What follows belongs to an exercise in optimizing a design on an open flow for small area and a short achievable clock period; a production flow would make more cautious choices.
Where RTL was checked, it was by simulation tests only, not by an equivalence proof against the original.
Function not checked in runs 4 and 5: the RTL went through the layout flow alone.
Power is estimated from default activity; no workload was simulated.

## design/flow/design.v

```verilog
module p #(parameter DATA_WIDTH = 16, OUT_WIDTH = 32)
(
    input [DATA_WIDTH-1:0] a,
    input [DATA_WIDTH-1:0] b,
    output [OUT_WIDTH-1:0] c,
    output reg done,
    input clk,
    input rst
);
    localparam K = DATA_WIDTH;
    reg [K-1:0] areg;    
    reg [K-1:0] hi;      
    reg [K-1:0] lo;      
    reg one, two, neg;   
    reg [2:0] cnt;
    assign c = {hi, lo};
    wire one_n = rst ? b[0] : lo[1] ^ lo[2];
    wire two_n = rst ? b[1] & ~b[0] :
                 (lo[3] & ~lo[2] & ~lo[1]) | (~lo[3] & lo[2] & lo[1]);
    wire neg_n = rst ? b[1] : lo[3];
    wire [K:0] m = one ? {areg[K-1], areg} : two ? {areg, 1'b0} : {(K+1){1'b0}};
    wire [K:0] pp = m ^ {(K+1){neg}};
    wire [K+1:0] sum;
    pfx_add #(.W(K+2)) stepadd (.x({{2{hi[K-1]}}, hi}), .y({pp[K], pp}), .ci(neg), .s(sum));
    always @(posedge clk) begin
        areg <= a;
        one <= one_n;
        two <= two_n;
        neg <= neg_n;
        if (rst) begin
            hi <= 0;
            lo <= b;
            cnt <= 3'd0;
            done <= 1'b0;
        end else if (!done) begin
            hi <= sum[K+1:2];
            lo <= {sum[1:0], lo[K-1:2]};
            cnt <= cnt + 3'd1;
            done <= (cnt == 3'd7);
        end
    end
endmodule
`timescale 1ns / 1ps
module mac #(
    parameter DATA_WIDTH = 16,
              OUT_WIDTH = 32
)(
    input clk,
    input rst,
    input clr,
    input [DATA_WIDTH - 1: 0] a,
    input [DATA_WIDTH - 1: 0] b,
    output reg [OUT_WIDTH-1: 0] out
);
    wire ready;
    wire [OUT_WIDTH-1:0] pro;
    wire [OUT_WIDTH-1:0] acc;
    p #(.DATA_WIDTH(DATA_WIDTH), .OUT_WIDTH(OUT_WIDTH)) product (
        .a(a), .b(b), .c(pro), .done(ready), .clk(clk), .rst(rst)
    );
    pfx_add #(.W(OUT_WIDTH)) accadd (.x(out), .y(pro), .ci(1'b0), .s(acc));
    always @(posedge clk) begin
        if (clr)
            out <= 0;
        else if (ready && !rst)
            out <= acc;
    end
endmodule
module pfx_add #(parameter W = 32, KIND = 1) (
    input [W-1:0] x,
    input [W-1:0] y,
    input ci,
    output [W-1:0] s
);
    localparam L = (W <= 2) ? 1 : (W <= 4) ? 2 : (W <= 8) ? 3 : (W <= 16) ? 4 : (W <= 32) ? 5 : 6;
    wire [W-1:0] p0 = x ^ y;
    wire [W-1:0] g0 = {x[W-1:1] & y[W-1:1], (x[0] & y[0]) | (p0[0] & ci)};
    reg [W-1:0] g, pg;
    integer l, i, j;
    always @* begin
        g = g0;
        pg = p0;
        if (KIND == 0) begin
            for (l = 0; l < L; l = l + 1)
                for (i = 0; i < W; i = i + 1)
                    if ((i >> l) & 1) begin
                        j = ((i >> l) << l) - 1;
                        g[i] = g[i] | (pg[i] & g[j]);
                        pg[i] = pg[i] & pg[j];
                    end
        end else begin
            for (l = 0; l < L; l = l + 1)
                for (i = 0; i < W; i = i + 1)
                    if (((i + 1) % (2 << l)) == 0) begin
                        g[i] = g[i] | (pg[i] & g[i - (1 << l)]);
                        pg[i] = pg[i] & pg[i - (1 << l)];
                    end
            for (l = L - 2; l >= 0; l = l - 1)
                for (i = 0; i < W; i = i + 1)
                    if (((i + 1) % (2 << l)) == (1 << l) && i >= (2 << l)) begin
                        g[i] = g[i] | (pg[i] & g[i - (1 << l)]);
                        pg[i] = pg[i] & pg[i - (1 << l)];
                    end
        end
    end
    assign s = p0 ^ {g[W-2:0], ci};
endmodule
```

## design/flow/flow/run.sh

```bash
#!/bin/bash
# Standard ORFS layout (the standard.sh), with port buffers of a plain buffer
# cell and setup repair aiming further below the clock period. Make's full output
# goes to flow_make.log; ORFS keeps each tool's log under orfs/logs.
set -euo pipefail
bash standard.sh \
  "BUFFER_PORTS_ARGS=-buffer_cell sky130_fd_sc_hd__buf_1" \
  SETUP_SLACK_MARGIN=8.8 \
  finish > flow_make.log 2>&1
```

## design/flow/standard.sh

```bash
#!/bin/bash
# synth_recipe.tcl (not shown) runs the flow's synth.tcl, then flattens the netlist and writes it again
# the make line also repeats each setting of config.mk as NAME=value (left out here)
make -C /OpenROAD-flow-scripts/flow DESIGN_CONFIG=/design/flow/config.mk WORK_HOME=/design/flow/orfs CLKGATE_MAP_FILE= SYNTH_SCRIPT=/design/flow/synth_recipe.tcl "${@:-finish}"
```

## design/flow/config.mk

```make
export PLATFORM = sky130hd
export DESIGN_NAME = mac
export DESIGN_NICKNAME = mac
export VERILOG_FILES = /design/flow/design.v
export SDC_FILE = /design/flow/constraint.sdc
export NUM_CORES = 4
export LEC_CHECK = 0
export ABC_AREA = 1
export CAP_MARGIN = 20
export CORE_MARGIN = 2
export CORE_UTILIZATION = 40
export CTS_BUF_LIST = sky130_fd_sc_hd__clkbuf_4 sky130_fd_sc_hd__clkbuf_8
export CTS_CLUSTER_SIZE = 40
export SLEW_MARGIN = 20
```

## design/flow/constraint.sdc

```tcl
create_clock -name core_clock -period 12.0 [get_ports {clk}]
set_input_delay 2.4000 -clock core_clock [delete_from_list [all_inputs] [get_ports {clk}]]
set_output_delay 2.4000 -clock core_clock [all_outputs]
set_load 0.01 [all_outputs]
```

==> results of run 1 <==
==> routing by layer <==
layer	GRT usage (%)	share of wire, %
met2	30.9	48
met4	7.45	1.7
met3	3.79	4.9
met1	21.5	46
met5	0	0
==> worst min-delay path: stages, from the launching register on <==
cell and delay (ps):
sky130_fd_sc_hd__dfxtp_2 330, sky130_fd_sc_hd__inv_1 60, sky130_fd_sc_hd__a21oi_1 50
==> final timing paths <==
kind                                        to  slack (ps)  cells past startpoint
worst max register to register  product.hi[13]        8950                     17
worst min-delay path                   out[31]         480                      2
worst min register to register         out[31]         480                      2
worst max-delay path                   out[24]        8740                      1
==> area by class of cell <==
| type | instances | area, µm² | area share [%] |
|---|---|---|---|
| Clock buffer | 14 | 180 | 2.74 |
| Inverter | 79 | 320 | 4.87 |
| Multi-Input combinational cell | 400 | 2860 | 43.5 |
| Timing Repair inverter | 2 | 16.3 | 0.247 |
| Tap cell | 172 | 215 | 3.27 |
| Clock inverter | 2 | 15.0 | 0.228 |
| Sequential cell | 87 | 1960 | 29.8 |
| Timing Repair Buffer | 123 | 1010 | 15.4 |
==> synthesized netlist by cell type (all sizes together) <==
cell type / count
nand3: 10
or2: 1
xor2: 29
nor2: 53
o22ai: 13
a31oi: 4
a21o: 4
edfxtp: 16
dfxtp: 71
buf: 9
ha: 45
clkbuf: 12
a21oi: 53
o21ai: 62
o21bai: 3
xnor2: 9
a31o: 1
inv: 79
o211ai: 2
nand4: 3
fa: 25
nand2: 82
a211oi: 1
==> repair_timing <==
item | CTS | global route
hold endpoints to repair | 0 | 0
buffers inserted | 38 | 14
gates cloned | 1 | 4
pin swaps | 1 | 7
gates resized for setup | 114 | 22
setup endpoints to repair | 90 | 67
==> state kept, by name (all words and copies together) (netlist names) <==
| register | flops |
|---|---|
| product.two | 1 |
| product.one | 1 |
| product.areg | 16 |
| product.cnt | 3 |
| product.neg | 1 |
| product.hi | 16 |
| out | 32 |
| product.lo | 16 |
| product.done | 1 |
==> where the power goes <==
part	switching, µW	total [µW]	internal (µW)
Clock	107	204	97.1
Combinational	160	296	136
Sequential	39.5	374	335
==> per-stage QoR <==
stage | power [µW] | area (µm²) | hold WS [ps] | cells
3_5_place_dp | 649 | 5480 | 469 | 806
5_1_grt | 947 | 6580 | 517 | 879
4_1_cts | 866 | 6300 | 487 | 861
2_1_floorplan | 585 | 5100 | 459 | 587
6_report | 874 | 6580 | 482 | 879
3_3_place_gp | 636 | 5480 | 464 | 806
==> cell usage in the layout, fill, tap and decap left out, types with 3 or more instances in the layout <==
| cell type | n |
|---|---|
| sky130_fd_sc_hd__nand4_1 | 3 |
| sky130_fd_sc_hd__clkbuf_16 | 3 |
| sky130_fd_sc_hd__a21o_1 | 4 |
| sky130_fd_sc_hd__nor2_2 | 3 |
| sky130_fd_sc_hd__o21ai_1 | 5 |
| sky130_fd_sc_hd__buf_12 | 3 |
| sky130_fd_sc_hd__nand2_2 | 10 |
| sky130_fd_sc_hd__fa_1 | 24 |
| sky130_fd_sc_hd__nor2_1 | 49 |
| sky130_fd_sc_hd__inv_2 | 4 |
| sky130_fd_sc_hd__dfxtp_2 | 27 |
| sky130_fd_sc_hd__buf_1 | 33 |
| sky130_fd_sc_hd__clkinvlp_4 | 6 |
| sky130_fd_sc_hd__nand2_1 | 70 |
| sky130_fd_sc_hd__xnor2_1 | 9 |
| sky130_fd_sc_hd__a21oi_1 | 51 |
| sky130_fd_sc_hd__xor2_1 | 27 |
| sky130_fd_sc_hd__buf_4 | 50 |
| sky130_fd_sc_hd__clkbuf_8 | 12 |
| sky130_fd_sc_hd__ha_1 | 45 |
| sky130_fd_sc_hd__a31oi_1 | 4 |
| sky130_fd_sc_hd__edfxtp_1 | 16 |
| sky130_fd_sc_hd__o21ai_0 | 56 |
| sky130_fd_sc_hd__dfxtp_4 | 7 |
| sky130_fd_sc_hd__dfxtp_1 | 37 |
| sky130_fd_sc_hd__inv_1 | 71 |
| sky130_fd_sc_hd__buf_6 | 33 |
| sky130_fd_sc_hd__o22ai_1 | 11 |
| sky130_fd_sc_hd__nand3_1 | 8 |
==> cells by family after synthesis <==
family | Yosys count | share of synthesized area [%]
adders and majority gates | 70 | 20.9
xor gates and xnor gates | 38 | 6.55
AOI/OAI and AO/OA | 143 | 15.2
buffers and inverters | 100 | 7.60
and+or+nand+nor | 149 | 12.3
DFF | 87 | 37.4
==> reports/qor.log, run 1 <==
qor: routing.wl_per_cell 13.7 µm
qor: cells_and_area.final_net_count 807
qor: floorplanning.floorplan.die_area 13600 µm²
qor: timing.final.min_clock_period 3260 ps
qor: yosys.cells_taking_the_most_area_after_synthesis sky130_fd_sc_hd__dfxtp_1, sky130_fd_sc_hd__ha_1, sky130_fd_sc_hd__fa_1
qor: worst_setup_path.worstSetupStartpointType flop
qor: floorplanning.top_level_port_count 67
qor: place.finalWeightedCongestion 0.842
qor: routing.postRouteWirelength 12.1 mm
qor: worst_setup_path.reg_to_reg_start product.one
qor: timing.slew_limit_headroom 53.8%
qor: timing.report.final.setup_viol 0
qor: worst_setup_path.cp.required 9600 ps
qor: timing.timing_worst_slew_pin_value 692 ps
qor: global_route.grt_antenna_before_repair 0
qor: yosys.number_of_library_cell_types_mapped_by_synthesis 33
qor: routing.detail_route.iter0.violations 237
qor: yosys.syn_area_cell 8.66 µm²
qor: timing.final_hold_viol_count 0
qor: floorplanning.initial_utilization 40.6%
qor: place.dp_worst_setup_slack 8180 ps
qor: timing.post-route-worst-setup-slack 8740 ps
qor: floorplanning.core.rowCount 41
qor: pwr.worst_ir_drop_vdd 0.0593 mV
qor: routing.detailedRoute.firstPassIterationCount 4
qor: outcome.result_of_the_run timing/DRC/antenna clean
qor: timing.worst_clock_skew 12.2 ps
qor: timing.slew_violations 0
qor: timing.grt_setup_unrepaired yes
qor: worst_setup_path.cp_slowest_stage_delay 370 ps
qor: yosys.ys_seq_area_share 37.4%
qor: yosys.netlist.top_cell.by_area sky130_fd_sc_hd__dfxtp_1
qor: global_route.globalRouteOverflowTotal 0
qor: yosys.synth.top_cell.area_share 28.0%
qor: global_route.number_of_global_route_vias_before_repair 4225
qor: clock_network.htreeDepth 3
qor: timing.tns 0 ps
qor: worst_setup_path.arrival 860 ps
qor: worst_hold_path.worstHoldPathType flop to flop
qor: cells_and_area.fillers 1180
qor: floorplanning.design.core.area 12500 µm²
qor: timing.timing.final.crit_share 27.2%
qor: floorplanning.chipWidth 117 µm
qor: place.port_buffers 66
qor: yosys.synth_fp_nets 692
qor: routing.drt.antenna.violating_nets 0
qor: cells_and_area.finish.utilization 52.6%
qor: routing.viasPerCell 4.80
qor: pwr.power_per_cell_area 133 nW/µm²
qor: worst_setup_path.worstSetupPathType flop to output port
qor: pwr.cellLeakagePower 0.00314 µW
qor: yosys.yosys_register_bits 87
qor: routing.post-route-drc-count 0
qor: clock_network.cts-root-to-sink-buffers 2
qor: yosys.synth.cell_area 5080 µm²
qor: clock_network.cts-hold-fix-buffers 0
qor: clock_network.clk_pin_slew_worst_paths 90 ps
qor: timing.max_freq 307 MHz
qor: clock_network.tritoncts_buffer_count 9
qor: cells_and_area.drive_above_1_share 25.2%
qor: cells_and_area.area_growth 29.4%
qor: worst_setup_path.cpLargestDelayFamily flip-flops
qor: worst_setup_path.critical_path.max_fanout 2
qor: yosys.syn-instance-count 587
qor: clock_network.root_buffer sky130_fd_sc_hd__clkbuf_8
qor: worst_setup_path.critical_path.slowest_cell sky130_fd_sc_hd__dfxtp_4
qor: yosys.synth_warnings 4
qor: flow_run.cap_viol_max_count 0
qor: worst_hold_path.hold_sp out[31]
qor: global_route.grt_first_pass_wirelength 18.9 mm
qor: routing.detailroute.via_count 4221
qor: global_route.grt_max_degree 55
qor: worst_setup_path.crit_chain buf_6
qor: place.hpwlAfterDp 7.77 mm
qor: cells_and_area.antennaDiodeCount 0
qor: clock_network.clock-sinks 87
qor: worst_setup_path.critPathLaunch out[24]
qor: clock_network.tritoncts done
qor: worst_setup_path.critical_path_buf_inv_count 1
qor: worst_setup_path.critical_path.endpoint_type output port
qor: clock_network.worst_skew_pair.late_latency 370 ps
qor: global_route.globalRouteTotalUtil 17.9%
qor: floorplanning.die_h 117 µm
==> inputs of run 2 (changes only) <==
--- a/design/flow/flow/run.sh
+++ b/design/flow/flow/run.sh
@@ -5,5 +5,5 @@
 set -euo pipefail
 bash standard.sh \
   "BUFFER_PORTS_ARGS=-buffer_cell sky130_fd_sc_hd__buf_1" \
-  SETUP_SLACK_MARGIN=8.8 \
+  SETUP_SLACK_MARGIN=8.6 \
   finish > flow_make.log 2>&1
--- a/design/flow/config.mk
+++ b/design/flow/config.mk
@@ -11,4 +11,5 @@
 export CORE_UTILIZATION = 40
 export CTS_BUF_LIST = sky130_fd_sc_hd__clkbuf_4 sky130_fd_sc_hd__clkbuf_8
 export CTS_CLUSTER_SIZE = 40
+export PLACE_DENSITY = 0.8
 export SLEW_MARGIN = 20
==> reports/qor.log, run 2 <==
qor: clock_network.cts-hold-fix-buffers 0
qor: worst_setup_path.crit_chain buf_1
qor: worst_setup_path.worstSetupPathType flop to output port
qor: pwr.worst_ir_drop_vdd 0.106 mV
qor: timing.final.min_clock_period 3340 ps
qor: routing.postRouteWirelength 10.9 mm
qor: routing.detailedRoute.firstPassIterationCount 5
qor: pwr.power_switching_share 34.7%
qor: place.finalWeightedCongestion 0.773
qor: worst_setup_path.critical_path.slowest_cell sky130_fd_sc_hd__dfxtp_1
qor: timing.timing_worst_slew_pin_value 673 ps
qor: pwr.intPower 562 µW
qor: worst_setup_path.arrival 940 ps
qor: pwr.comb_power_share 32.2%
qor: routing.drt.antenna.violating_nets 0
qor: floorplanning.core.rowCount 41
qor: timing.tns 0 ps
qor: global_route.globalRouteTotalUtil 17.1%
qor: clock_network.clock-sinks 87
qor: place.placedInstanceArea 5480 µm²
qor: yosys.postSynth.asyncResetShare 0%
qor: global_route.number_of_global_route_vias_before_repair 3806
qor: pwr.clockPowerShare 24.1%
qor: worst_setup_path.critical_path_buf_inv_count 1
qor: yosys.synth.most_common_cell sky130_fd_sc_hd__inv_1
qor: cells_and_area.area_growth 13.4%
qor: place.hpwlAfterDp 7.85 mm
qor: worst_setup_path.cp_slowest_stage_delay 380 ps
qor: worst_setup_path.cpLargestDelayFamily flip-flops
qor: routing.detailroute.via_count 3989
qor: global_route.globalRouteOverflowTotal 0
qor: cells_and_area.fillers 1248
qor: timing.final_hold_viol_count 0
qor: clock_network.worst_skew_pair.late_latency 380 ps
qor: outcome.result_of_the_run timing/DRC/antenna clean
qor: yosys.synth_edf_count 16
qor: clock_network.clk_pin_slew_worst_paths 90 ps
qor: pwr.share_seq_of_total_power 43.7%
qor: yosys.number_of_library_cell_types_mapped_by_synthesis 33
qor: floorplanning.die_h 117 µm
qor: cells_and_area.finalInstanceArea 5770 µm²
qor: clock_network.tritoncts done
qor: cells_and_area.antennaDiodeCount 0
qor: pwr.cellLeakagePower 0.00268 µW
qor: routing.detail_route.iter0.violations 281
qor: cells_and_area.highest_count_cells_in_the_layout_ignoring_fill_and_taps sky130_fd_sc_hd__inv_1, sky130_fd_sc_hd__nand2_1, sky130_fd_sc_hd__dfxtp_1, sky130_fd_sc_hd__buf_1, sky130_fd_sc_hd__o21ai_0
qor: worst_hold_path.worstHoldPathType flop to flop
qor: place.port_buffers 66
qor: clock_network.htreeDepth 3
qor: routing.post-route-drc-count 0
qor: yosys.netlist.top_cell.by_area sky130_fd_sc_hd__dfxtp_1
qor: timing.worst_clock_skew 13.5 ps
qor: routing.viasPerCell 4.82
qor: timing.report.final.setup_viol 0
qor: clock_network.tritoncts_buffer_count 9
qor: global_route.grt_first_pass_wirelength 17.9 mm
qor: pwr.power_per_cell_area 149 nW/µm²
qor: timing.max_freq 299 MHz
qor: yosys.synth.cell_area 5080 µm²
qor: cells_and_area.layout_commonest_cell sky130_fd_sc_hd__inv_1
qor: floorplanning.floorplan.die_area 13600 µm²
qor: floorplanning.initial_utilization 40.6%
qor: yosys.synth_fp_nets 692
qor: worst_setup_path.critical_path.max_fanout 4
qor: cells_and_area.drive_above_1_share 10.1%
qor: timing.slew_violations 0
qor: yosys.synthFlopType sky130_fd_sc_hd__dfxtp_1
qor: floorplanning.chipWidth 117 µm
qor: global_route.grt_max_degree 55
qor: yosys.ys_seq_area_share 37.4%
qor: worst_setup_path.worstSetupStartpointType flop
qor: clock_network.cts-root-to-sink-buffers 2
qor: clock_network.root_buffer sky130_fd_sc_hd__clkbuf_8
qor: yosys.yosys_register_bits 87
qor: yosys.syn-instance-count 587
qor: yosys.cells_taking_the_most_area_after_synthesis sky130_fd_sc_hd__dfxtp_1, sky130_fd_sc_hd__ha_1, sky130_fd_sc_hd__fa_1
qor: routing.wl_per_cell 13.1 µm
qor: cells_and_area.registers.top_by_ff_count out
qor: timing.grt_setup_unrepaired yes
qor: timing.timing.final.crit_share 27.8%
qor: timing.slew_limit_headroom 55.0%
qor: pwr.power.total 859 µW
qor: yosys.synth_warnings 4
qor: yosys.syn_area_cell 8.66 µm²
qor: floorplanning.design.core.area 12500 µm²
qor: worst_setup_path.cp.required 9600 ps
qor: place.dp_worst_setup_slack 8200 ps
qor: cells_and_area.finish.utilization 46.1%
qor: floorplanning.top_level_port_count 67
qor: yosys.synth.top_cell.area_share 28.0%
qor: cells_and_area.final_net_count 755
qor: global_route.grt_antenna_before_repair 0
qor: timing.post-route-worst-setup-slack 8660 ps
qor: pwr.power.switching 298 µW
qor: flow_run.cap_viol_max_count 0
qor: cells_and_area.max_ffs_per_register 32
qor: yosys.synth_top_cells_by_count sky130_fd_sc_hd__inv_1, sky130_fd_sc_hd__nand2_1, sky130_fd_sc_hd__dfxtp_1
qor: worst_setup_path.critical_path.endpoint_type output port
[run 2: cell counts after synthesis]
Identical to the previous run, type by type.
[run 2: what timing repair did]
item / CTS / global route
endpoints found under the setup margin: 13 / 55
resized for setup: 10 / 17
pin swaps: 0 / 2
buffers inserted: 2 / 2
gates cloned: 0 / 1
[run 2: tightest hold or removal path: stages (launching register included)]
cell	delay, ps
sky130_fd_sc_hd__dfxtp_1	310
sky130_fd_sc_hd__inv_1	60
sky130_fd_sc_hd__a21oi_1	50
[run 2: per-stage QoR]
stage / cells / hold WS (ps)
floorplan: 587 / 459
global placement: 806 / 454
detailed placement: 806 / 462
CTS: 824 / 474
global route: 827 / 502
finish: 827 / 471
[run 2: cell families (layout without fill, tap and decap cells)]
family                     count (synthesis)  after routing  synth area share [%]
and+or+nand+nor                          149            149                  12.3
AOI/OAI and AO/OA                        143            143                  15.2
buffers and inverters                    100            168                  7.60
DFF                                       87             87                  37.4
adders and majority gates                 70             70                  20.9
xor gates and xnor gates                  38             38                  6.55
[run 2: worst paths after layout]
path,from,endpoint,slack (ps),cells past startpoint
max,out[18],out[18],8660,1
min,out[31],out[31],470,2
max reg2reg,product.one,product.hi[13],8790,16
min reg2reg,out[31],out[31],470,2
[run 2: power by group through the flow]
stage / clock, µW / sequential, µW / combinational, µW
finish: 207 / 375 / 277
global route: 225 / 381 / 321
detailed placement: 0 / 381 / 267
global placement: 0 / 380 / 254
CTS: 213 / 375 / 271
floorplan: 0 / 366 / 218
[run 2: per-layer routing]
layer | vias up | share of wire (%) | global-route usage [%]
met2 | 83 | 48 | 28.7
met1 | 1847 | 44 | 21.0
met3 | 14 | 5.8 | 4.51
li1 | 2045 | - | -
met4 | 0 | 1.7 | 6.51
met5 | - | 0 | 0
[run 2: layout make-up]
type	count	area [µm²]	area share [%]
clock buffer	12	146	2.54
clock inverter	4	47.5	0.825
inverter	79	310	5.38
multi-input combinational	400	2820	48.8
sequential	87	1910	33.2
tap	172	215	3.73
timing repair buffer	72	308	5.34
timing repair inverter	1	7.51	0.130
==> inputs of run 3 (changes only) <==
==> design/flow/config.mk (replaced) <==
export PLATFORM = sky130hd
export DESIGN_NAME = mac
export DESIGN_NICKNAME = mac
export VERILOG_FILES = /design/flow/design.v
export SDC_FILE = /design/flow/constraint.sdc
export NUM_CORES = 4
export LEC_CHECK = 0
export CAP_MARGIN = 20
export CORE_MARGIN = 2
export CORE_UTILIZATION = 40
export CTS_BUF_LIST = sky130_fd_sc_hd__clkbuf_4 sky130_fd_sc_hd__clkbuf_8
export CTS_CLUSTER_SIZE = 40
export SLEW_MARGIN = 20
==> reports/qor.log, run 3 <==
qor: outcome.result_of_the_run timing/DRC/antenna clean
qor: cells_and_area.drive_above_1_share 14.1%
qor: pwr.power.total 894 µW
qor: clock_network.tritoncts done
qor: cells_and_area.finalInstanceArea 5820 µm²
qor: worst_setup_path.cp.required 12300 ps
qor: timing.timing.final.crit_share 27.8%
qor: global_route.grt_first_pass_wirelength 17.7 mm
qor: timing.final_hold_viol_count 0
qor: clock_network.worst_skew_pair.late_latency 360 ps
qor: cells_and_area.layout_commonest_cell sky130_fd_sc_hd__buf_1
qor: timing.grt_setup_unrepaired yes
qor: timing.worst_clock_skew 12.8 ps
qor: timing.report.final.setup_viol 0
qor: global_route.globalRouteTotalUtil 16.7%
qor: floorplanning.floorplan.die_area 13600 µm²
qor: floorplanning.core.rowCount 41
qor: routing.post-route-drc-count 0
qor: clock_network.htreeDepth 3
qor: yosys.syn-instance-count 520
qor: yosys.synth.top_cell.area_share 28.1%
qor: pwr.worst_ir_drop_vdd 0.0935 mV
qor: worst_hold_path.worstHoldPathType flop to flop
qor: cells_and_area.fillers 1207
qor: flow_run.cap_viol_max_count 0
qor: routing.detailroute.via_count 3729
qor: cells_and_area.area_growth 14.9%
qor: yosys.synthFlopType sky130_fd_sc_hd__dfxtp_1
qor: global_route.grt_max_degree 49
qor: yosys.syn_area_cell 9.73 µm²
qor: routing.postRouteWirelength 10.4 mm
qor: place.finalWeightedCongestion 0.830
qor: pwr.cellLeakagePower 0.00230 µW
qor: yosys.netlist.top_cell.by_area sky130_fd_sc_hd__dfxtp_1
qor: worst_setup_path.arrival 3640 ps
qor: routing.viasPerCell 4.90
qor: cells_and_area.final-instance-count-excl-fill 761
qor: floorplanning.die_h 116 µm
qor: floorplanning.chipWidth 116 µm
qor: global_route.number_of_global_route_vias_before_repair 3699
qor: yosys.synth_edf_count 16
qor: timing.slew_violations 0
qor: worst_setup_path.worstSetupStartpointType input pin
qor: cells_and_area.final_net_count 689
qor: worst_setup_path.worstSetupPathType input pin to flop
qor: cells_and_area.max_ffs_per_register 32
qor: global_route.globalRouteOverflowTotal 0
qor: place.hpwlAfterDp 7.45 mm
qor: timing.post-route-worst-setup-slack 8660 ps
qor: global_route.grt_antenna_before_repair 0
qor: worst_setup_path.critical_path.max_fanout 48
qor: yosys.number_of_library_cell_types_mapped_by_synthesis 49
qor: pwr.power_per_cell_area 154 nW/µm²
qor: yosys.synth_top_cells_by_count sky130_fd_sc_hd__dfxtp_1, sky130_fd_sc_hd__nand2_1, sky130_fd_sc_hd__nor2_1
qor: cells_and_area.antennaDiodeCount 0
qor: timing.timing_worst_slew_pin_value 445 ps
qor: routing.detail_route.iter0.violations 154
qor: yosys.postSynth.asyncResetShare 0%
qor: floorplanning.design.core.area 12500 µm²
qor: place.placed_cells_incl_taps 739
qor: yosys.ys_seq_area_share 37.6%
qor: yosys.cells_taking_the_most_area_after_synthesis sky130_fd_sc_hd__dfxtp_1, sky130_fd_sc_hd__ha_1, sky130_fd_sc_hd__fa_1
qor: routing.detailedRoute.firstPassIterationCount 4
qor: clock_network.clk_pin_slew_worst_paths 90 ps
qor: cells_and_area.registers.top_by_ff_count out
qor: yosys.yosys_register_bits 87
qor: yosys.synth.cell_area 5060 µm²
qor: timing.final.min_clock_period 3340 ps
qor: clock_network.clock-sinks 87
qor: yosys.synth_fp_nets 625
qor: yosys.synth.most_common_cell sky130_fd_sc_hd__dfxtp_1
qor: clock_network.tritoncts_buffer_count 9
qor: floorplanning.initial_utilization 40.6%
qor: clock_network.root_buffer sky130_fd_sc_hd__clkbuf_8
qor: routing.drt.antenna.violating_nets 0
qor: cells_and_area.highest_count_cells_in_the_layout_ignoring_fill_and_taps sky130_fd_sc_hd__buf_1, sky130_fd_sc_hd__dfxtp_1, sky130_fd_sc_hd__nand2_1, sky130_fd_sc_hd__nor2_1, sky130_fd_sc_hd__ha_1
qor: place.dp_worst_setup_slack 8000 ps
qor: yosys.synth_warnings 4
qor: timing.max_freq 299 MHz
qor: routing.wl_per_cell 13.6 µm
qor: timing.tns 0 ps
qor: floorplanning.top_level_port_count 67
qor: place.placedInstanceArea 5490 µm²
qor: clock_network.cts-hold-fix-buffers 0
qor: worst_setup_path.critical_path.endpoint_type flop
qor: timing.slew_limit_headroom 70.0%
qor: clock_network.cts-root-to-sink-buffers 2
qor: place.port_buffers 66
[run 3: cell types whose count changed after synthesis, sizes merged, moves of 22 or more]
cell,previous run,this run
xor2,29,7
xnor2,9,34
o21ai,62,20
inv,79,33
nand2,82,53
[run 3: where the power goes]
part           internal [µW]  total [µW]  switching, µW
clock network           96.5         205            108
registers                335         373           37.7
logic                    149         317            168
total                    580         894            314
[run 3: cells by family (layout without fill, tap and decap cells)]
logic type               after synthesis  after routing  synth area share (%)
adder cells (fa/ha/maj)               70             70                  21.0
AND/OR/NAND/NOR                      127            127                  10.7
flip-flops                            87             87                  37.6
XOR/XNOR                              41             41                  7.10
multiplexers                          14             14                  2.94
AO/OA/AOI/OAI                        124            124                  16.4
buffers and inverters                 57            126                  4.25
[run 3: metrics by stage]
| step | utilization, % | hold slack [ps] |
|---|---|---|
| 6_report | 46.7 | 487 |
| 5_1_grt | 46.7 | 516 |
| 4_1_cts | 46.2 | 491 |
| 3_5_place_dp | 44.0 | 478 |
| 3_3_place_gp | 44.0 | 462 |
| 2_1_floorplan | - | 468 |
[run 3: cell type report]
type / count / area, µm² / share of cell area [%]
multi-input combinational: 376 / 3010 / 51.7
clock inverter: 7 / 73.8 / 1.27
sequential: 87 / 1920 / 33.1
clock buffer: 9 / 124 / 2.13
tap: 172 / 215 / 3.70
inverter: 33 / 126 / 2.17
timing repair buffer: 77 / 348 / 5.98
[run 3: worst paths after layout]
| path | startpoint | end | slack (ps) | cells past startpoint |
|---|---|---|---|---|
| worst min-delay path | out[1] | out[1] | 490 | 2 |
| worst max register to register | product.lo[0] | out[31] | 8680 | 14 |
| worst max-delay path | rst | out[31] | 8660 | 6 |
| worst min register to register | out[1] | out[1] | 490 | 2 |
[run 3: per-layer routing]
layer,vias up,share of wire [%],track usage (%)
li1,1916,-,-
met1,1743,47,21.4
met2,58,48,27.9
met3,12,3.9,4.00
met4,0,1.4,4.92
met5,-,0,0
[run 3: worst max-delay path, stage by stage]
cell and delay [ps]:
sky130_fd_sc_hd__clkbuf_2 90, sky130_fd_sc_hd__buf_6 200, sky130_fd_sc_hd__nor2b_4 220, sky130_fd_sc_hd__inv_4 190, sky130_fd_sc_hd__or3_1 380, sky130_fd_sc_hd__a21oi_1 140
[run 3: repair_timing]
item / CTS / global route
setup buffers: 5 / 1
cloned: 0 / 0
endpoints found under the setup margin: 62 / 65
pin swaps: 8 / 5
resized for setup: 16 / 24
==> inputs of run 4 (changes only) <==
--- a/design/flow/design.v
+++ b/design/flow/design.v
@@ -21,7 +21,7 @@
     wire [K:0] m = one ? {areg[K-1], areg} : two ? {areg, 1'b0} : {(K+1){1'b0}};
     wire [K:0] pp = m ^ {(K+1){neg}};
     wire [K+1:0] sum;
-    pfx_add #(.W(K+2)) stepadd (.x({{2{hi[K-1]}}, hi}), .y({pp[K], pp}), .ci(neg), .s(sum));
+    pfx_add #(.W(K+2), .KIND(0)) stepadd (.x({{2{hi[K-1]}}, hi}), .y({pp[K], pp}), .ci(neg), .s(sum));
     always @(posedge clk) begin
         areg <= a;
         one <= one_n;
--- a/design/flow/config.mk
+++ b/design/flow/config.mk
@@ -5,6 +5,7 @@
 export SDC_FILE = /design/flow/constraint.sdc
 export NUM_CORES = 4
 export LEC_CHECK = 0
+export ABC_AREA = 1
 export CAP_MARGIN = 20
 export CORE_MARGIN = 2
 export CORE_UTILIZATION = 40
==> reports/qor.log, run 4 <==
qor: outcome.result_of_the_run timing/DRC/antenna clean
qor: yosys.ys_seq_area_share 37.7%
qor: clock_network.root_buffer sky130_fd_sc_hd__clkbuf_8
qor: cells_and_area.multiInputGateArea 2800 µm²
qor: yosys.postSynth.asyncResetShare 0%
qor: cells_and_area.drive_above_1_share 8.40%
qor: worst_setup_path.critical_path.max_fanout 4
qor: clock_network.tritoncts done
qor: worst_setup_path.critical_path.slowest_cell sky130_fd_sc_hd__dfxtp_2
qor: pwr.worst_ir_drop_vdd 0.0776 mV
qor: clock_network.tritoncts_buffer_count 9
qor: worst_setup_path.worstSetupPathType flop to output port
qor: timing.worst_hold_slack 483 ps
qor: yosys.synthFlopType sky130_fd_sc_hd__dfxtp_1
qor: place.hpwlAfterDp 8.10 mm
qor: worst_setup_path.cpLargestDelayFamily flip-flops
qor: worst_setup_path.critical_path.endpoint_type output port
qor: routing.post-route-drc-count 0
qor: worst_hold_path.worstHoldPathType flop to flop
qor: worst_setup_path.cp_slowest_stage_delay 400 ps
qor: cells_and_area.antennaDiodeCount 0
qor: global_route.number_of_global_route_vias_before_repair 3961
qor: worst_setup_path.worstSetupStartpointType flop
qor: yosys.synth.most_common_cell sky130_fd_sc_hd__nand2_1
qor: yosys.synth_warnings 4
qor: cells_and_area.layout_commonest_cell sky130_fd_sc_hd__nand2_1
qor: timing.report.final.setup_viol 0
qor: routing.detailedRoute.firstPassIterationCount 4
qor: clock_network.clock-sinks 87
qor: global_route.grt_first_pass_wirelength 18.9 mm
qor: floorplanning.top_level_port_count 67
qor: yosys.syn_area_cell 8.45 µm²
qor: timing.timing_worst_slew_pin_value 553 ps
qor: yosys.synth.cell_area 5050 µm²
qor: cells_and_area.area_growth 15.1%
qor: routing.wl_per_cell 13.4 µm
qor: routing.detailroute.via_count 4062
qor: clock_network.htreeDepth 3
qor: floorplanning.design.core.area 12500 µm²
qor: global_route.globalRouteOverflowTotal 0
qor: yosys.yosys_register_bits 87
qor: timing.timing.final.crit_share 27.8%
qor: cells_and_area.registers.top_by_ff_count out
qor: routing.detail_route.iter0.violations 214
qor: global_route.grt_max_degree 65
qor: floorplanning.initial_utilization 40.5%
qor: yosys.cells_taking_the_most_area_after_synthesis sky130_fd_sc_hd__dfxtp_1, sky130_fd_sc_hd__ha_1, sky130_fd_sc_hd__edfxtp_1
qor: timing.grt_setup_unrepaired yes
qor: global_route.globalRouteTotalUtil 18.0%
qor: cells_and_area.register_area 1910 µm²
qor: global_route.grt_antenna_before_repair 0
qor: pwr.cellLeakagePower 0.00269 µW
qor: yosys.netlist.top_cell.by_area sky130_fd_sc_hd__dfxtp_1
qor: worst_setup_path.arrival 940 ps
qor: place.finalWeightedCongestion 0.876
qor: floorplanning.chipWidth 116 µm
qor: yosys.synth_fp_nets 698
qor: timing.slew_violations 0
qor: routing.drt.antenna.violating_nets 0
qor: yosys.number_of_library_cell_types_mapped_by_synthesis 31
qor: clock_network.cts-root-to-sink-buffers 2
qor: floorplanning.floorplan.die_area 13500 µm²
qor: cells_and_area.fillers 1203
qor: clock_network.clk_pin_slew_worst_paths 90 ps
qor: timing.final.min_clock_period 3340 ps
qor: place.port_buffers 66
qor: worst_setup_path.critical_path_buf_inv_count 1
qor: yosys.synth_edf_count 16
qor: clock_network.worst_skew_pair.late_latency 380 ps
qor: worst_setup_path.cp.required 9600 ps
qor: flow_run.cap_viol_max_count 0
qor: yosys.synth_top_cells_by_count sky130_fd_sc_hd__nand2_1, sky130_fd_sc_hd__inv_1, sky130_fd_sc_hd__dfxtp_1
qor: routing.viasPerCell 4.84
qor: floorplanning.core.rowCount 41
qor: routing.postRouteWirelength 11.2 mm
qor: timing.slew_limit_headroom 63.0%
qor: pwr.power_per_cell_area 163 nW/µm²
qor: timing.final_hold_viol_count 0
qor: cells_and_area.highest_count_cells_in_the_layout_ignoring_fill_and_taps sky130_fd_sc_hd__nand2_1, sky130_fd_sc_hd__inv_1, sky130_fd_sc_hd__dfxtp_1, sky130_fd_sc_hd__buf_1, sky130_fd_sc_hd__o21ai_0
qor: cells_and_area.final_net_count 763
qor: floorplanning.die_h 116 µm
qor: timing.max_freq 299 MHz
qor: timing.worst_clock_skew 18.7 ps
qor: yosys.syn-instance-count 597
qor: cells_and_area.max_ffs_per_register 32
qor: yosys.synth.top_cell.area_share 28.2%
qor: worst_setup_path.crit_chain buf_1
qor: timing.tns 0 ps
==> run 4: cell types whose count changed after synthesis, sizes merged, moves of 16 or more <==
cell | previous run | this run
a22oi | 16 | 0
xor2 | 7 | 26
nand3 | 3 | 20
o21ai | 20 | 52
xnor2 | 34 | 6
a211oi | 17 | 1
inv | 33 | 73
nand2 | 53 | 107
==> run 4: report_power, final <==
part	leakage [µW]	internal, µW	switching [µW]
combinational	0.00181	131	180
sequential	0.000762	337	42.7
clock	0.000112	138	114
==> run 4: logic make-up (layout without fill, tap and decap cells) <==
kind of cell	after synthesis	count (layout)	synth area share, %
AO/OA/AOI/OAI	137	137	15.3
XOR/XNOR	32	32	5.55
adder cells (fa/ha/maj)	66	66	19.5
buffers and inverters	94	164	7.22
flip-flops	87	87	37.7
AND/OR/NAND/NOR	181	181	14.7
==> run 4: metrics by stage <==
step | instance area, µm² | total power, µW | setup slack, ps | std cells | utilization [%]
3_3_place_gp | 5450 | 679 | 7870 | 817 | 43.7
3_5_place_dp | 5450 | 691 | 7800 | 817 | 43.7
5_1_grt | 5810 | 1020 | 8560 | 839 | 46.6
4_1_cts | 5730 | 948 | 8480 | 835 | 45.9
6_report | 5810 | 944 | 8660 | 839 | 46.6
2_1_floorplan | 5050 | 622 | 8730 | 597 | -
==> run 4: area by class of cell <==
cell class | instances | area share [%]
inverters | 73 | 4.98
repair inverters | 1 | 0.129
repair buffers | 74 | 5.86
clock inverters | 7 | 2.09
clock buffers | 9 | 2.13
well taps | 172 | 3.71
multi-input cells | 416 | 48.1
flip-flops and latches | 87 | 33.0
==> run 4: worst paths after layout <==
path                                   from              to  slack [ps]  cells past startpoint
worst max-delay path                out[24]         out[24]        8660                      1
worst min-delay path                out[31]         out[31]         480                      2
worst max register to register  product.neg  product.hi[15]        8860                     13
worst min register to register      out[31]         out[31]         480                      2
==> run 4: metal layers <==
metal | vias to the layer above | part of all wire, % | GRT usage [%]
li1 | 2104 | - | -
met3 | 16 | 4.8 | 3.32
met2 | 88 | 46 | 29.1
met4 | 0 | 2.0 | 8.02
met1 | 1854 | 47 | 23.6
met5 | - | 0 | 0
==> run 4: what timing repair did <==
action | CTS | global route
gates cloned | 1 | 0
pin swaps | 0 | 0
setup buffers | 1 | 4
setup endpoints to repair | 35 | 52
hold endpoints to repair | 0 | 0
hold buffers | 0 | 0
gates resized for setup | 9 | 17
==> inputs of run 5 (changes only) <==
--- a/design/flow/flow/run.sh
+++ b/design/flow/flow/run.sh
@@ -5,5 +5,5 @@
 set -euo pipefail
 bash standard.sh \
   "BUFFER_PORTS_ARGS=-buffer_cell sky130_fd_sc_hd__buf_1" \
-  SETUP_SLACK_MARGIN=8.6 \
+  SETUP_SLACK_MARGIN=8.7 \
   finish > flow_make.log 2>&1
==> reports/qor.log, run 5 <==
qor: timing.slew_limit_headroom 62.8%
qor: timing.timing_worst_slew_pin_value 557 ps
qor: yosys.syn_area_cell 8.45 µm²
qor: clock_network.tritoncts_buffer_count 9
qor: worst_setup_path.critical_path.max_fanout 2
qor: timing.final_hold_viol_count 0
qor: yosys.synth_top_cells_by_count sky130_fd_sc_hd__nand2_1, sky130_fd_sc_hd__inv_1, sky130_fd_sc_hd__dfxtp_1
qor: yosys.ys_seq_area_share 37.7%
qor: cells_and_area.highest_count_cells_in_the_layout_ignoring_fill_and_taps sky130_fd_sc_hd__nand2_1, sky130_fd_sc_hd__inv_1, sky130_fd_sc_hd__a21oi_1, sky130_fd_sc_hd__o21ai_0, sky130_fd_sc_hd__nor2_1
qor: routing.drt.antenna.violating_nets 0
qor: pwr.worst_ir_drop_vdd 0.0792 mV
qor: floorplanning.initial_utilization 40.5%
qor: floorplanning.chipWidth 116 µm
qor: worst_setup_path.cp.required 9600 ps
qor: global_route.grt_antenna_before_repair 0
qor: timing.slew_violations 0
qor: timing.worst_clock_skew 18.4 ps
qor: worst_setup_path.worstSetupPathType flop to output port
qor: pwr.power_per_cell_area 158 nW/µm²
qor: yosys.synthFlopType sky130_fd_sc_hd__dfxtp_1
qor: clock_network.clk_pin_slew_worst_paths 90 ps
qor: routing.detail_route.iter0.violations 200
qor: clock_network.worst_skew_pair.late_latency 380 ps
qor: place.hpwlAfterDp 8.10 mm
qor: pwr.cellLeakagePower 0.00293 µW
qor: global_route.globalRouteOverflowTotal 0
qor: worst_setup_path.critical_path.endpoint_type output port
qor: cells_and_area.layout_commonest_cell sky130_fd_sc_hd__nand2_1
qor: timing.tns 0 ps
qor: floorplanning.die_h 116 µm
qor: yosys.syn-instance-count 597
qor: place.finalWeightedCongestion 0.876
qor: timing.report.final.setup_viol 0
qor: clock_network.htreeDepth 3
qor: routing.viasPerCell 4.85
qor: routing.postRouteWirelength 11.5 mm
qor: clock_network.clock-sinks 87
qor: worst_setup_path.cp_slowest_stage_delay 360 ps
qor: floorplanning.top_level_port_count 67
qor: worst_setup_path.worstSetupStartpointType flop
qor: yosys.synth_fp_nets 698
qor: floorplanning.design.core.area 12500 µm²
qor: yosys.synth.most_common_cell sky130_fd_sc_hd__nand2_1
qor: worst_setup_path.arrival 880 ps
qor: worst_setup_path.critical_path.slowest_cell sky130_fd_sc_hd__dfxtp_4
qor: routing.detailedRoute.firstPassIterationCount 4
qor: clock_network.cts-root-to-sink-buffers 2
qor: place.placedInstanceArea 5450 µm²
qor: routing.post-route-drc-count 0
qor: routing.wl_per_cell 13.3 µm
qor: timing.max_freq 305 MHz
qor: cells_and_area.drive_above_1_share 18.5%
qor: flow_run.cap_viol_max_count 0
qor: place.placed_cells_incl_taps 817
qor: cells_and_area.fillers 1196
qor: cells_and_area.final_net_count 784
qor: yosys.synth.cell_area 5050 µm²
qor: clock_network.tritoncts done
qor: cells_and_area.final-instance-count-excl-fill 860
qor: cells_and_area.max_ffs_per_register 32
qor: yosys.number_of_library_cell_types_mapped_by_synthesis 31
qor: global_route.number_of_global_route_vias_before_repair 4003
qor: floorplanning.core.rowCount 41
qor: cells_and_area.finalInstanceArea 6070 µm²
qor: yosys.synth.top_cell.area_share 28.2%
qor: worst_hold_path.worstHoldPathType flop to flop
qor: cells_and_area.area_growth 20.2%
qor: clock_network.root_buffer sky130_fd_sc_hd__clkbuf_8
qor: place.port_buffers 66
qor: global_route.globalRouteTotalUtil 18.1%
qor: yosys.synth_edf_count 16
qor: worst_setup_path.critical_path_buf_inv_count 1
qor: timing.final.min_clock_period 3280 ps
qor: outcome.result_of_the_run timing/DRC/antenna clean
qor: cells_and_area.antennaDiodeCount 0
qor: yosys.netlist.top_cell.by_area sky130_fd_sc_hd__dfxtp_1
qor: cells_and_area.registers.top_by_ff_count out
qor: worst_setup_path.crit_chain buf_2
qor: routing.detailroute.via_count 4173
qor: yosys.postSynth.asyncResetShare 0%
qor: worst_setup_path.cpLargestDelayFamily flip-flops
qor: timing.grt_setup_unrepaired no
qor: global_route.grt_max_degree 65
qor: timing.timing.final.crit_share 27.3%
qor: yosys.cells_taking_the_most_area_after_synthesis sky130_fd_sc_hd__dfxtp_1, sky130_fd_sc_hd__ha_1, sky130_fd_sc_hd__edfxtp_1
qor: global_route.grt_first_pass_wirelength 19.0 mm
qor: floorplanning.floorplan.die_area 13500 µm²
qor: yosys.synth_warnings 4
qor: yosys.yosys_register_bits 87
qor: clock_network.cts-hold-fix-buffers 0
## run 5: cell counts after synthesis
Identical to the previous run, type by type.
## run 5: cells by family after synthesis
family          Yosys count  share of synthesized area (%)
simple gates            181                           14.7
compound gates          137                           15.3
buf+inv                  94                           7.22
flops                    87                           37.7
fa+ha+maj                66                           19.5
xor+xnor                 32                           5.55
## run 5: layer usage
layer  vias up  share of wire, %  track usage, %
met2        83                47            29.4
met4         0               2.1            8.25
met5         -                 0               0
met3        18               4.2            3.32
met1      1925                47            23.5
li1       2147                 -               -
## run 5: final cells by class
cell class,instances,area (µm²),share of cell area [%]
clock buffers,9,124,2.04
clock inverters,7,121,2.00
inverters,73,289,4.76
multi-input cells,416,2800,46.1
flip-flops and latches,87,1960,32.3
well taps,172,215,3.55
repair buffers,95,552,9.10
repair inverters,1,7.51,0.124
## run 5: worst paths after layout
check	startpoint	to	slack [ps]	cells past startpoint
setup / recovery	out[24]	out[24]	8720	1
hold / removal	out[31]	out[31]	480	2
setup reg to reg	product.one	product.hi[7]	8840	13
hold reg to reg	out[31]	out[31]	480	2
## run 5: timing repair
| action | CTS | global route |
|---|---|---|
| buffers inserted | 9 | 17 |
| resized for setup | 68 | 20 |
| cloned | 1 | 0 |
| endpoints found under the setup margin | 86 | 58 |
| pin swaps | 0 | 2 |
## run 5: power breakdown
group          internal, µW  leakage, µW  switching (µW)
Sequential              336     0.000776            42.4
Combinational           140      0.00204             184
Clock                   138     0.000112             115
## run 5: per-stage QoR
stage | setup slack [ps] | power [µW] | utilization [%] | hold slack [ps]
after detailed placement | 7800 | 691 | 43.7 | 463
after floorplan | 8730 | 622 | - | 446
after CTS | 8480 | 947 | 47.0 | 478
after global routing | 8690 | 1030 | 48.7 | 507
final | 8720 | 956 | 48.7 | 483
after global placement | 7870 | 679 | 43.7 | 461
==> inputs of run 6 (changes only) <==
--- a/design/flow/design.v
+++ b/design/flow/design.v
@@ -21,7 +21,7 @@
     wire [K:0] m = one ? {areg[K-1], areg} : two ? {areg, 1'b0} : {(K+1){1'b0}};
     wire [K:0] pp = m ^ {(K+1){neg}};
     wire [K+1:0] sum;
-    pfx_add #(.W(K+2), .KIND(0)) stepadd (.x({{2{hi[K-1]}}, hi}), .y({pp[K], pp}), .ci(neg), .s(sum));
+    pfx_add #(.W(K+2)) stepadd (.x({{2{hi[K-1]}}, hi}), .y({pp[K], pp}), .ci(neg), .s(sum));
     always @(posedge clk) begin
         areg <= a;
         one <= one_n;
--- a/design/flow/flow/run.sh
+++ b/design/flow/flow/run.sh
@@ -5,5 +5,5 @@
 set -euo pipefail
 bash standard.sh \
   "BUFFER_PORTS_ARGS=-buffer_cell sky130_fd_sc_hd__buf_1" \
-  SETUP_SLACK_MARGIN=8.7 \
+  SETUP_SLACK_MARGIN=8.6 RECOVER_POWER=100 \
   finish > flow_make.log 2>&1
==> reports/qor.log, run 6 <==
qor: cells_and_area.drive_above_1_share 7.50%
qor: worst_setup_path.worstSetupStartpointType input pin
qor: cells_and_area.final-instance-count-excl-fill 825
qor: cells_and_area.fillers 1253
qor: clock_network.cts-hold-fix-buffers 0
qor: timing.final.min_clock_period 5200 ps
qor: clock_network.tritoncts_buffer_count 9
qor: pwr.power.total 857 µW
qor: worst_setup_path.cp_slowest_stage_delay 1550 ps
qor: cells_and_area.registers.top_by_ff_count out
qor: routing.post-route-drc-count 0
qor: timing.timing.final.crit_share 43.4%
qor: timing.worst_hold_slack 477 ps
qor: global_route.grt_first_pass_wirelength 18.1 mm
qor: timing.report.final.setup_viol 0
qor: global_route.grt_max_degree 55
qor: worst_setup_path.regToRegSetupSlack 8570 ps
qor: flow_run.cap_viol_max_count 2
qor: routing.detailedRoute.firstPassIterationCount 4
qor: worst_setup_path.worstSetupPathType input pin to flop
qor: routing.viasPerCell 4.78
qor: cells_and_area.multiInputGateArea 2820 µm²
qor: timing.max_freq 192 MHz
qor: worst_setup_path.crit_chain buf_1, clkbuf_1, nor2_1, clkbuf_1, o21ai_0, a21oi_1
qor: worst_setup_path.cp.required 12290 ps
qor: yosys.postSynth.asyncResetShare 0%
qor: pwr.power_per_cell_area 150 nW/µm²
qor: global_route.number_of_global_route_vias_before_repair 3957
qor: outcome.violatedChecks max-capacitance violations, max-slew violations
qor: floorplanning.chipWidth 117 µm
qor: yosys.netlist.top_cell.by_area sky130_fd_sc_hd__dfxtp_1
qor: yosys.synth_top_cells_by_count sky130_fd_sc_hd__inv_1, sky130_fd_sc_hd__nand2_1, sky130_fd_sc_hd__dfxtp_1
qor: yosys.synthFlopType sky130_fd_sc_hd__dfxtp_1
qor: yosys.synth.cell_area 5080 µm²
qor: global_route.globalRouteTotalUtil 16.9%
qor: timing.slew_violations 90
qor: clock_network.clk_pin_slew_worst_paths 90 ps
qor: worst_hold_path.worstHoldPathType flop to flop
qor: pwr.cellLeakagePower 0.00265 µW
qor: clock_network.tritoncts done
qor: yosys.cells_taking_the_most_area_after_synthesis sky130_fd_sc_hd__dfxtp_1, sky130_fd_sc_hd__ha_1, sky130_fd_sc_hd__fa_1
qor: yosys.syn_area_cell 8.66 µm²
qor: timing.grt_setup_unrepaired yes
qor: routing.wl_per_cell 12.9 µm
qor: routing.detail_route.iter0.violations 153
qor: timing.worst_clock_skew 16.8 ps
qor: worst_setup_path.critical_path.max_fanout 54
qor: floorplanning.design.core.area 12500 µm²
qor: floorplanning.die_h 117 µm
qor: worst_hold_path.holdPathStages 2
qor: timing.final_hold_viol_count 0
qor: cells_and_area.highest_count_cells_in_the_layout_ignoring_fill_and_taps sky130_fd_sc_hd__inv_1, sky130_fd_sc_hd__nand2_1, sky130_fd_sc_hd__dfxtp_1, sky130_fd_sc_hd__buf_1, sky130_fd_sc_hd__o21ai_0
qor: floorplanning.initial_utilization 40.6%
qor: yosys.synth.top_cell.area_share 28.0%
qor: clock_network.cts-root-to-sink-buffers 2
qor: cells_and_area.finalInstanceArea 5720 µm²
qor: worst_setup_path.critical_path.slowest_cell sky130_fd_sc_hd__clkbuf_1
qor: outcome.result_of_the_run failed layout checks
qor: worst_setup_path.crit_path_frequent_cell sky130_fd_sc_hd__clkbuf_1
qor: place.port_buffers 66
qor: cells_and_area.antennaDiodeCount 0
qor: timing.timing_worst_slew_pin_value 2130 ps
qor: routing.postRouteWirelength 10.7 mm
qor: worst_setup_path.arrival 5490 ps
qor: yosys.number_of_library_cell_types_mapped_by_synthesis 33
qor: floorplanning.core.rowCount 41
qor: worst_setup_path.regToRegEndpoint out[7]
qor: floorplanning.top_level_port_count 67
qor: routing.detailroute.via_count 3940
qor: place.finalWeightedCongestion 0.807
qor: yosys.syn-instance-count 587
qor: yosys.ys_seq_area_share 37.4%
qor: place.hpwlAfterDp 7.98 mm
qor: clock_network.htreeDepth 3
qor: floorplanning.floorplan.die_area 13600 µm²
qor: worst_setup_path.reg_to_reg_start product.done
qor: cells_and_area.max_ffs_per_register 32
qor: clock_network.worst_skew_pair.late_latency 360 ps
qor: worst_setup_path.worstSetupEndpoint out[7]
qor: yosys.synth_edf_count 16
qor: clock_network.root_buffer sky130_fd_sc_hd__clkbuf_8
qor: clock_network.clock-sinks 87
qor: global_route.globalRouteOverflowTotal 0
qor: yosys.synth_warnings 4
qor: timing.slew_limit_headroom -41.9%
qor: place.placedInstanceArea 5480 µm²
qor: cells_and_area.final_net_count 753
qor: yosys.synth_fp_nets 692
qor: worst_setup_path.timing.reg2reg.worst_path_depth 5
qor: worst_setup_path.critPathLaunch rst
qor: routing.drt.antenna.violating_nets 0
qor: cells_and_area.register_area 1910 µm²
qor: worst_setup_path.critical_path.endpoint_type flop
qor: global_route.grt_antenna_before_repair 0
qor: timing.tns 0 ps
qor: cells_and_area.layout_commonest_cell sky130_fd_sc_hd__inv_1
qor: pwr.worst_ir_drop_vdd 0.0812 mV
qor: cells_and_area.area_growth 12.5%
qor: yosys.yosys_register_bits 87
qor: place.placed_cells_incl_taps 806
qor: yosys.synth.most_common_cell sky130_fd_sc_hd__inv_1
run 6: cell types whose count changed in the layout (fill, tap and decap cells not counted), sizes merged, moves of 6 or more:
cell    previous run  this run
buf               95        68
clkbuf             9        16
inv               69        75
nand2            107        82
nand3             20        10
nor2              47        53
o21ai             52        62
run 6: per-layer routing:
layer  vias up  share of wire, %  track usage, %
met2        65                48            29.2
met3        12               4.5            3.89
li1       2040                 -               -
met1      1823                46            21.2
met5         -                 0               0
met4         0               1.3            4.94
run 6: worst min path at each step:
stage	endpoint	slack, ps	from
finish	out[31]	480	out[31]
global placement	out[31]	460	out[31]
detailed placement	out[31]	470	out[31]
floorplan	product.cnt[1]	460	product.cnt[1]
CTS	out[31]	480	out[31]
global route	out[31]	510	out[31]
run 6: cell type report:
cell class | instances | area share (%)
sequential | 87 | 33.3
timing repair inverter | 1 | 0.0875
tap | 172 | 3.76
inverter | 79 | 5.36
clock inverter | 2 | 0.613
timing repair buffer | 70 | 4.73
clock buffer | 14 | 2.82
multi-input combinational | 400 | 49.3
run 6: repair_timing:
action / in CTS / in global routing
buffers inserted: 2 / 0
gates resized for setup: 7 / 16
setup endpoints to repair: 12 / 32
gates cloned: 1 / 0
pin swaps: 0 / 1
run 6: metrics by stage:
step	util (%)	worst slack (ps)
floorplan	-	8640
global placement	43.7	8210
detailed placement	43.7	8160
CTS	45.6	8570
global route	45.7	6360
finish	45.7	6800
run 6: worst max-delay path, delay by kind of cell:
kind / cells / cell delay, ps
AO/OA/AOI/OAI: 2 / 440
AND/OR/NAND/NOR: 1 / 380
buffers and inverters: 3 / 2230
run 6: power by group:
group	switching (µW)	leakage, µW	internal (µW)
Combinational	154	0.00178	119
Sequential	39.3	0.000759	336
Clock	101	0.000106	108
Total	294	0.00265	563
run 6: cell families (layout without fill, tap and decap cells):
logic type	Yosys count	in the layout	synth area share [%]
compound gates	143	143	15.2
fa+ha+maj	70	70	20.9
xor+xnor	38	38	6.55
buf+inv	100	166	7.60
flops	87	87	37.4
simple gates	149	149	12.3
==> inputs of run 7 (changes only) <==
--- a/design/flow/flow/run.sh
+++ b/design/flow/flow/run.sh
@@ -5,5 +5,5 @@
 set -euo pipefail
 bash standard.sh \
   "BUFFER_PORTS_ARGS=-buffer_cell sky130_fd_sc_hd__buf_1" \
-  SETUP_SLACK_MARGIN=8.6 RECOVER_POWER=100 \
+  SETUP_SLACK_MARGIN=8.6 MATCH_CELL_FOOTPRINT=0 \
   finish > flow_make.log 2>&1
==> reports/qor.log, run 7 <==
qor: clock_network.clock-sinks 87
qor: worst_setup_path.critical_path.slowest_cell sky130_fd_sc_hd__dfxtp_1
qor: global_route.groute.layer.met1.usage 21.2%
qor: cells_and_area.drive_above_1_share 9.04%
qor: timing.final.min_clock_period 3340 ps
qor: floorplanning.die_h 117 µm
qor: yosys.synth_edf_count 16
qor: worst_hold_path.holdPathStages 2
qor: global_route.groute.layer.met3.usage 3.89%
qor: timing.worst_hold_slack 476 ps
qor: outcome.result_of_the_run timing/DRC/antenna clean
qor: floorplanning.floorplan.die_area 13600 µm²
qor: cells_and_area.antennaDiodeCount 0
qor: place.placedInstanceArea 5480 µm²
qor: yosys.yosys_register_bits 87
qor: cells_and_area.max_ffs_per_register 32
qor: yosys.synth.top_cell.area_share 28.0%
qor: timing.final_hold_viol_count 0
qor: yosys.synth.cell_area 5080 µm²
qor: routing.wl_per_cell 12.9 µm
qor: clock_network.worst_skew_pair.late_latency 360 ps
qor: clock_network.cts-root-to-sink-buffers 2
qor: cells_and_area.finalInstanceArea 5760 µm²
qor: pwr.cellLeakagePower 0.00266 µW
qor: floorplanning.top_level_port_count 67
qor: routing.drt.antenna.violating_nets 0
qor: pwr.power_per_cell_area 149 nW/µm²
qor: clock_network.htreeDepth 3
qor: yosys.synth_fp_nets 692
qor: timing.timing_worst_slew_pin_value 696 ps
qor: clock_network.tritoncts_buffer_count 9
qor: routing.detailroute.via_count 3945
qor: worst_setup_path.timing.reg2reg.worst_path_depth 16
qor: timing.slew_limit_headroom 53.6%
qor: worst_setup_path.crit_chain buf_1
qor: worst_hold_path.hold-path-endpoint out[31]
qor: timing.grt_setup_unrepaired yes
qor: worst_hold_path.hold_sp out[31]
qor: cells_and_area.final_net_count 753
qor: global_route.globalRouteTotalUtil 16.9%
qor: global_route.number_of_global_route_vias_before_repair 3957
qor: timing.worst_clock_skew 17.4 ps
qor: floorplanning.initial_utilization 40.6%
qor: clock_network.clk_pin_slew_worst_paths 80 ps
qor: timing.max_freq 299 MHz
qor: cells_and_area.layout_commonest_cell sky130_fd_sc_hd__inv_1
qor: floorplanning.core.rowCount 41
qor: yosys.ys_seq_area_share 37.4%
qor: routing.postRouteWirelength 10.6 mm
qor: worst_setup_path.cpLargestDelayFamily flip-flops
qor: worst_setup_path.critical_path.max_fanout 3
qor: clock_network.cts-hold-fix-buffers 0
qor: cells_and_area.final-instance-count-excl-fill 825
qor: cells_and_area.area_growth 13.2%
qor: timing.slew_violations 0
qor: global_route.globalRouteOverflowTotal 0
qor: yosys.number_of_library_cell_types_mapped_by_synthesis 33
qor: worst_setup_path.reg_to_reg_start product.one
qor: yosys.syn_area_cell 8.66 µm²
qor: cells_and_area.register_area 1920 µm²
qor: cells_and_area.multiInputGateArea 2830 µm²
qor: global_route.grt_max_degree 55
qor: place.hpwlAfterDp 7.98 mm
qor: global_route.grt_busiest_layer met2
qor: global_route.grt_util_met2 29.2%
qor: worst_setup_path.cp.required 9600 ps
qor: pwr.worst_ir_drop_vdd 0.0811 mV
qor: worst_setup_path.regToRegSetupSlack 8760 ps
qor: yosys.netlist.top_cell.by_area sky130_fd_sc_hd__dfxtp_1
qor: cells_and_area.registers.top_by_ff_count out
qor: routing.post-route-drc-count 0
qor: routing.detailedRoute.firstPassIterationCount 4
qor: place.port_buffers 66
qor: clock_network.root_buffer sky130_fd_sc_hd__clkbuf_8
qor: place.dp_worst_setup_slack 8160 ps
qor: worst_setup_path.cp_slowest_stage_delay 410 ps
qor: global_route.grt_antenna_before_repair 0
qor: worst_setup_path.regToRegEndpoint product.hi[13]
qor: timing.post-route-worst-setup-slack 8660 ps
qor: yosys.synth_top_cells_by_count sky130_fd_sc_hd__inv_1, sky130_fd_sc_hd__nand2_1, sky130_fd_sc_hd__dfxtp_1
qor: worst_setup_path.worstSetupStartpointType flop
qor: worst_setup_path.arrival 940 ps
qor: yosys.cells_taking_the_most_area_after_synthesis sky130_fd_sc_hd__dfxtp_1, sky130_fd_sc_hd__ha_1, sky130_fd_sc_hd__fa_1
qor: worst_setup_path.critical_path.endpoint_type output port
qor: flow_run.cap_viol_max_count 0
qor: floorplanning.design.core.area 12500 µm²
qor: cells_and_area.fillers 1245
qor: routing.detail_route.iter0.violations 154
qor: timing.tns 0 ps
qor: yosys.postSynth.asyncResetShare 0%
qor: yosys.synth.most_common_cell sky130_fd_sc_hd__inv_1
qor: yosys.syn-instance-count 587
qor: global_route.grt_first_pass_wirelength 18.1 mm
qor: cells_and_area.highest_count_cells_in_the_layout_ignoring_fill_and_taps sky130_fd_sc_hd__inv_1, sky130_fd_sc_hd__nand2_1, sky130_fd_sc_hd__buf_1, sky130_fd_sc_hd__dfxtp_1, sky130_fd_sc_hd__o21ai_0
qor: yosys.synthFlopType sky130_fd_sc_hd__dfxtp_1
qor: timing.report.final.setup_viol 0
qor: floorplanning.chipWidth 117 µm
qor: timing.timing.final.crit_share 27.8%
qor: place.placed_cells_incl_taps 806
qor: worst_setup_path.worstSetupPathType flop to output port
qor: yosys.synth_warnings 4
qor: place.finalWeightedCongestion 0.807
qor: routing.viasPerCell 4.78
qor: worst_setup_path.critical_path_buf_inv_count 1
qor: clock_network.tritoncts done
qor: worst_hold_path.worstHoldPathType flop to flop
run 7: area by class of cell:
class	count	area share, %
clock buffer	14	2.80
inverter	79	5.43
tap	172	3.74
sequential	87	33.3
timing repair inverter	1	0.0869
clock inverter	2	0.609
multi-input combinational	400	49.1
timing repair buffer	70	4.96
run 7: where the power goes:
part           leakage, µW  internal [µW]  switching, µW
combinational      0.00179            119            154
clock             0.000106            108            101
sequential        0.000763            336           39.4
total              0.00266            562            294
run 7: metal layers:
metal  vias up  wire length [µm]  share of wire, %
met5         -                 0                 0
met4         0               141               1.3
met3        12               506               4.8
met2        69              5130                48
met1      1822              4870                46
li1       2042                 -                 -
run 7: metrics by stage:
| stage | power, µW | util, % |
|---|---|---|
| after CTS | 862 | 45.6 |
| final | 857 | 46.0 |
| after detailed placement | 651 | 43.7 |
| after floorplan | 584 | - |
| after global routing | 926 | 46.0 |
| after global placement | 637 | 43.7 |
run 7: kinds of logic (layout without fill, tap and decap cells):
group | after synthesis | after routing | synth area share (%)
XOR/XNOR | 38 | 38 | 6.55
flip-flops | 87 | 87 | 37.4
adder cells (fa/ha/maj) | 70 | 70 | 20.9
AND/OR/NAND/NOR | 149 | 149 | 12.3
AO/OA/AOI/OAI | 143 | 143 | 15.2
buffers and inverters | 100 | 166 | 7.60
run 7: how the worst max path moves through the flow:
stage / slack [ps] / cells after the start / endpoint / startpoint
2_1_floorplan: 8640 / 7 / out[31] / rst
3_3_place_gp: 8210 / 5 / product.lo[0] / rst
3_5_place_dp: 8160 / 5 / product.lo[0] / rst
4_1_cts: 8570 / 16 / product.hi[13] / product.one
5_1_grt: 8530 / 15 / product.hi[13] / product.neg
6_report: 8660 / 1 / out[27] / out[27]
run 7: timing repair:
| action | CTS | global route |
|---|---|---|
| pin swaps | 0 | 1 |
| setup buffers | 2 | 0 |
| resized for setup | 7 | 16 |
| cloned | 1 | 0 |
| hold endpoints to repair | 0 | 0 |
| endpoints found under the setup margin | 12 | 32 |

what the ideal ports hide:
The flow's constraints put no driver on any port. The routed layouts listed below were extracted and timed again, unchanged, in two steps.
Step 1, drivers: a clkbuf_16 drives clk and a buf_2 each remaining input, both assumed.
Step 2 times the ports against the registers' clock, not the clock port: input delays grow and output delays shrink by t, the midpoint of the rising clock arrivals with the driver on.
a / b / c = no drivers / after step 1 / after step 2; a / b = the first two.
run | shift t [ns] | setup WS [ns] | worst hold slack (ns) | cell pins on the clock port's net
run 1 | 0.403 | 8.739 / 8.704 / 8.411 | 0.482 / 0.482 / 0.482 | 1
run 2 | 0.408 | 8.658 / 8.623 / 8.362 | 0.471 / 0.471 / 0.471 | 1
run 3 | 0.393 | 8.659 / 8.627 / 8.278 | 0.487 / 0.487 / 0.487 | 1
run 4 | 0.405 | 8.661 / 8.626 / 8.320 | 0.483 / 0.483 / 0.483 | 1
run 5 | 0.406 | 8.724 / 8.690 / 8.420 | 0.483 / 0.483 / 0.483 | 1
run 6 | 0.388 | 6.795 / 6.805 / 6.418 | 0.477 / 0.477 / 0.477 | 1
run 7 | 0.387 | 8.660 / 8.628 / 8.335 | 0.476 / 0.476 / 0.476 | 1
For run 3, which loses most, drivers alone change the setup slack by -0.032 ns; drivers and shift together by -0.381 ns.
